Context: an optimization exercise on an open-source flow, tuned for small area and a short achievable clock period. The choices shown serve that exercise and are no tape-out recipe. Function was checked by simulation only, so behaviour that the tests miss may differ from the original. Power figures rest on the tool's default switching activity, not on a simulated workload.

==> trial 86: inputs <==
// gen_pack_TSE
module gen_pack_TSE (
input clk_i,
input srst_i,
input [9:0]gen_address_AvMM_S_i,
input gen_write_AvMM_S_i,
input [31:0]gen_writedata_AvMM_S_i,
input gen_read_AvMM_S_i,
output [31:0]gen_readdata_AvMM_S_o,
output gen_readdatavalid_AvMM_S_o,
output gen_waitrequest_AvMM_S_o,
input [31:0]gen_readdata_AvMM_M_i,
input gen_waitrequest_AvMM_M_i,
output [7:0]gen_address_AvMM_M_o,
output gen_write_AvMM_M_o,
output [31:0]gen_writedata_AvMM_M_o,
output gen_read_AvMM_M_o,
input  gen_ready_i,
output [7:0]gen_data_o,
output gen_valid_o,
output gen_startofpacket_o,
output gen_endofpacket_o
);
localparam [31:0] VAL_NOT_FOUND         = 32'h404;
localparam [31:0] TSE_REG_VAL_RESET     = 32'h2008;
localparam [31:0] TSE_REG_VAL_RESET_COR = 32'h8;
localparam [31:0] TSE_REG_VAL_2_COMCONF = 32'h900001b;
localparam [13:0] GEN_VAL_PART_OF_SEC   = 14'h30d4;
localparam [2:0] IDLE         = 3'b000,
                 WORK_REG     = 3'b001,
  ...
Settings: LEC_CHECK=0, CAP_MARGIN=20, CORE_MARGIN=2, CORE_UTILIZATION=60, CTS_BUF_LIST=sky130_fd_sc_hd__clkbuf_16, CTS_CLUSTER_DIAMETER=50, CTS_CLUSTER_SIZE=28, PLACE_DENSITY=0.7, SETUP_SLACK_MARGIN=5, SLEW_MARGIN=20, TNS_END_PERCENT=100; clock period 8.0 ns.
run.sh (not shown) runs the stock make flow with config.mk's settings and CLKGATE_MAP_FILE= SYNTH_SCRIPT=/design/flow/synth_recipe.tcl, a recipe that flattens the netlist after the stock synthesis.
==> trial 49: changes against trial 86 <==
--- a/flow/design.v
+++ b/flow/design.v
@@ -469,16 +469,16 @@
       else if ((range_queue != 2'd0 ||
                 {1'b0, rand_range_3_count} >= rand_range_3) &&
                {1'b0, rand_range_2_count} < rand_range_2) begin
         rand_range_2_count <= rand_range_2_count + 10'h1;
         value_rnd_2        <= (value_rnd_2 << 2) + value_rnd_2 + 10'h1;
-        size_pack          <= {1'b0, value_rnd_2} + base_2;
+        size_pack          <= {1'b0, value_rnd_2} + rmin + rand_range_1;
       end
       else if ({1'b0, rand_range_3_count} < rand_range_3) begin
         rand_range_3_count <= rand_range_3_count + 10'h1;
         value_rnd_3        <= value_rnd_3 + 10'h1;
-        size_pack          <= {1'b0, value_rnd_3} + base_2 + rand_range_2;
+        size_pack          <= {1'b0, value_rnd_3} + rmin + rand_range_1 + rand_range_2;
       end
     end
     if (flag_next_rand_size && next_is_eop) begin
       flag_next_rand_size <= 1'b0;
       if (rand_range_1_count >= rand_range_1 &&
@@ -512,32 +512,23 @@
       else if (rand_range_2 == 11'h002) value_rnd_2 <= {9'b0, value_rnd_2[0]};
     end
   end
 end
 function automatic [10:0] pow2_below(input [10:0] r, input bit top1024);
-  logic [10:0] gt;
-  integer k;
-  for (k = 1; k <= 10; k = k + 1)
-    gt[k] = (|(r >> (k + 1))) | (r[k] & (|(r & ((11'h1 << k) - 11'h1))));
-  gt[0] = 1'b0;
-  if (!top1024) gt[10] = 1'b0;
-  pow2_below = 11'h0;
-  for (k = 1; k <= 10; k = k + 1)
-    if (gt[k]) pow2_below = 11'h1 << k;
+  if (top1024 && r > 11'h400) pow2_below = 11'h400;
+  else if (r > 11'h200) pow2_below = 11'h200;
+  else if (r > 11'h100) pow2_below = 11'h100;
+  else if (r > 11'h080) pow2_below = 11'h080;
+  else if (r > 11'h040) pow2_below = 11'h040;
+  else if (r > 11'h020) pow2_below = 11'h020;
+  else if (r > 11'h010) pow2_below = 11'h010;
+  else if (r > 11'h008) pow2_below = 11'h008;
+  else if (r > 11'h004) pow2_below = 11'h004;
+  else if (r > 11'h002) pow2_below = 11'h002;
+  else pow2_below = 11'h000;
 endfunction
 wire [10:0] rr_left = rand_range - rand_range_1;
-wire        rr_go   = (rand_range != 11'h0);
-wire [10:0] rand_range_1_n = (rr_go && !flag_range_1_ready) ? pow2_below(rand_range, 1'b1) : rand_range_1;
-wire wr_rvs = wr_reg & (a_s[1:0] == 2'd3);
-logic [10:0] base_k, base_w;
-logic        base_sel;
-always_ff @(posedge clk_i) begin
-  base_k   <= rand_val_speed[10:0] + rand_range_1;
-  base_w   <= gen_writedata_AvMM_S_i[10:0] + rand_range_1;
-  base_sel <= wr_rvs & ~srst_i;
-end
-wire [10:0] base_2 = base_sel ? base_w : base_k;
 always_ff @(posedge clk_i) begin
   if (srst_i) begin
     flag_range_1_ready <= 1'b0;
     flag_range_2_ready <= 1'b0;
     flag_range_3_ready <= 1'b0;
@@ -553,14 +544,15 @@
       flag_range_1_ready <= 1'b0;
       flag_range_2_ready <= 1'b0;
       flag_range_3_ready <= 1'b0;
       rand_range         <= 11'h0;
     end
-    rand_range_1 <= rand_range_1_n;
-    if (rr_go) begin
-      if (!flag_range_1_ready)
+    if (rand_range != 11'h0) begin
+      if (!flag_range_1_ready) begin
+        rand_range_1       <= pow2_below(rand_range, 1'b1);
         flag_range_1_ready <= 1'b1;
+      end
       else if (!flag_range_2_ready) begin
         rand_range_2       <= pow2_below(rr_left, 1'b0);
         flag_range_2_ready <= 1'b1;
       end
       else if (!flag_range_3_ready) begin
==> flow/config.mk (replaced) <==
export PLATFORM = sky130hd
export DESIGN_NAME = gen_pack_TSE
export DESIGN_NICKNAME = gen_pack_TSE
export VERILOG_FILES = /design/flow/design.v
export SDC_FILE = /design/flow/constraint.sdc
export NUM_CORES = 4
export LEC_CHECK = 0
export CAP_MARGIN = 20
export CORE_MARGIN = 2
export CORE_UTILIZATION = 45
export PLACE_DENSITY = 0.6
export SETUP_SLACK_MARGIN = 5
export SLEW_MARGIN = 20
export TNS_END_PERCENT = 100
==> results.txt <==
Trial 49 passed the timing, design-rule and antenna checks. Trial 86 produced a clean layout. Clock power: trial 86 is smaller than trial 49 (about 10%). Between trial 49 and trial 86, the lower hold slack is in trial 49 (gap 0.00085 ns). Against trial 49, the flip-flop and latch count of trial 86 is higher by 23. Against trial 86, the clock-buffer cell count of trial 49 is higher by 167. In trial 49 the synthesized cell count is smaller than in trial 86, by 2.7%. Die area: trial 49 is higher than trial 86 (about 30%). Via count is about the same in trial 86 and trial 49. Between trial 49 and trial 86, the lower sequential share of layout area is in trial 49 (gap 2.5 points). Between trial 49 and trial 86, the lower non-clock buffer count is in trial 86 (gap 152). In sequential power, trial 49 and trial 86 hardly differ.
==> figures <==
metric	trial 86	trial 49
Result of the run	complete, no violations	complete, no violations
Total core area	176000 µm²	232000 µm²
Vias after detailed routing	73600	73600
Maximum clock frequency	305 MHz	292 MHz
First element of the critical path	base_sel	rand_range_1[2]
Starting Density	60.4%	45.2%
Tightest Pin Transition	1.27 ns	1.11 ns
Number of design-rule violations left by the first detailed-router iteration	11200	10200
Level count of the clock H-tree	4	5
Die height	425 µm	487 µm
Number of clock sinks seen by CTS	2639	2616
Post CTS Setup Buffer Count	120	141
GR met3 Demand/Resource	7.93%	4.75%
Worst R2R Path Depth	14	13
Placer congestion estimate	0.954	0.910
Arithmetic-cell share of the synthesized area counting full adders, half adders and majority gates	3.22%	3.33%
Net count after synthesis	8126	7916
Worst setup path endpoint	size_pack[9]	size_pack[10]
Post-Place Setup Slack	2.58 ns	2.24 ns
Flop-to-flop setup slack	4.73 ns	4.58 ns
DRT met1 WL	123000 µm	145000 µm

## re-timing with driven ports
How much do the figures lean on ideal ports? The routed layouts below were timed once more, with nothing changed but the port constraints.
Step 1, drivers: a clkbuf_16 drives clk_i and a buf_2 each remaining input, both assumed.
Step 2, shift: input delay + t, output delay - t, t = (earliest + latest rising clock arrival at the registers) / 2. This alone moves slack from input paths to output paths.
a / b / c = ideal / step 1 / step 2; a / b = the first two.
run | t, ns | setup slack, ns | hold slack, ns | worst setup path after step 2
trial 86 | 0.952 | 4.725 / 4.725 / 4.014 | 0.456 / 0.456 / 0.456 | input to register
trial 49 | 0.986 | 4.580 / 4.580 / 3.947 | 0.455 / 0.455 / 0.455 | input to register
After both steps every run listed still meets setup and hold. For trial 86, which loses most, drivers alone change the setup slack by 0.000 ns; drivers and shift together by -0.711 ns.
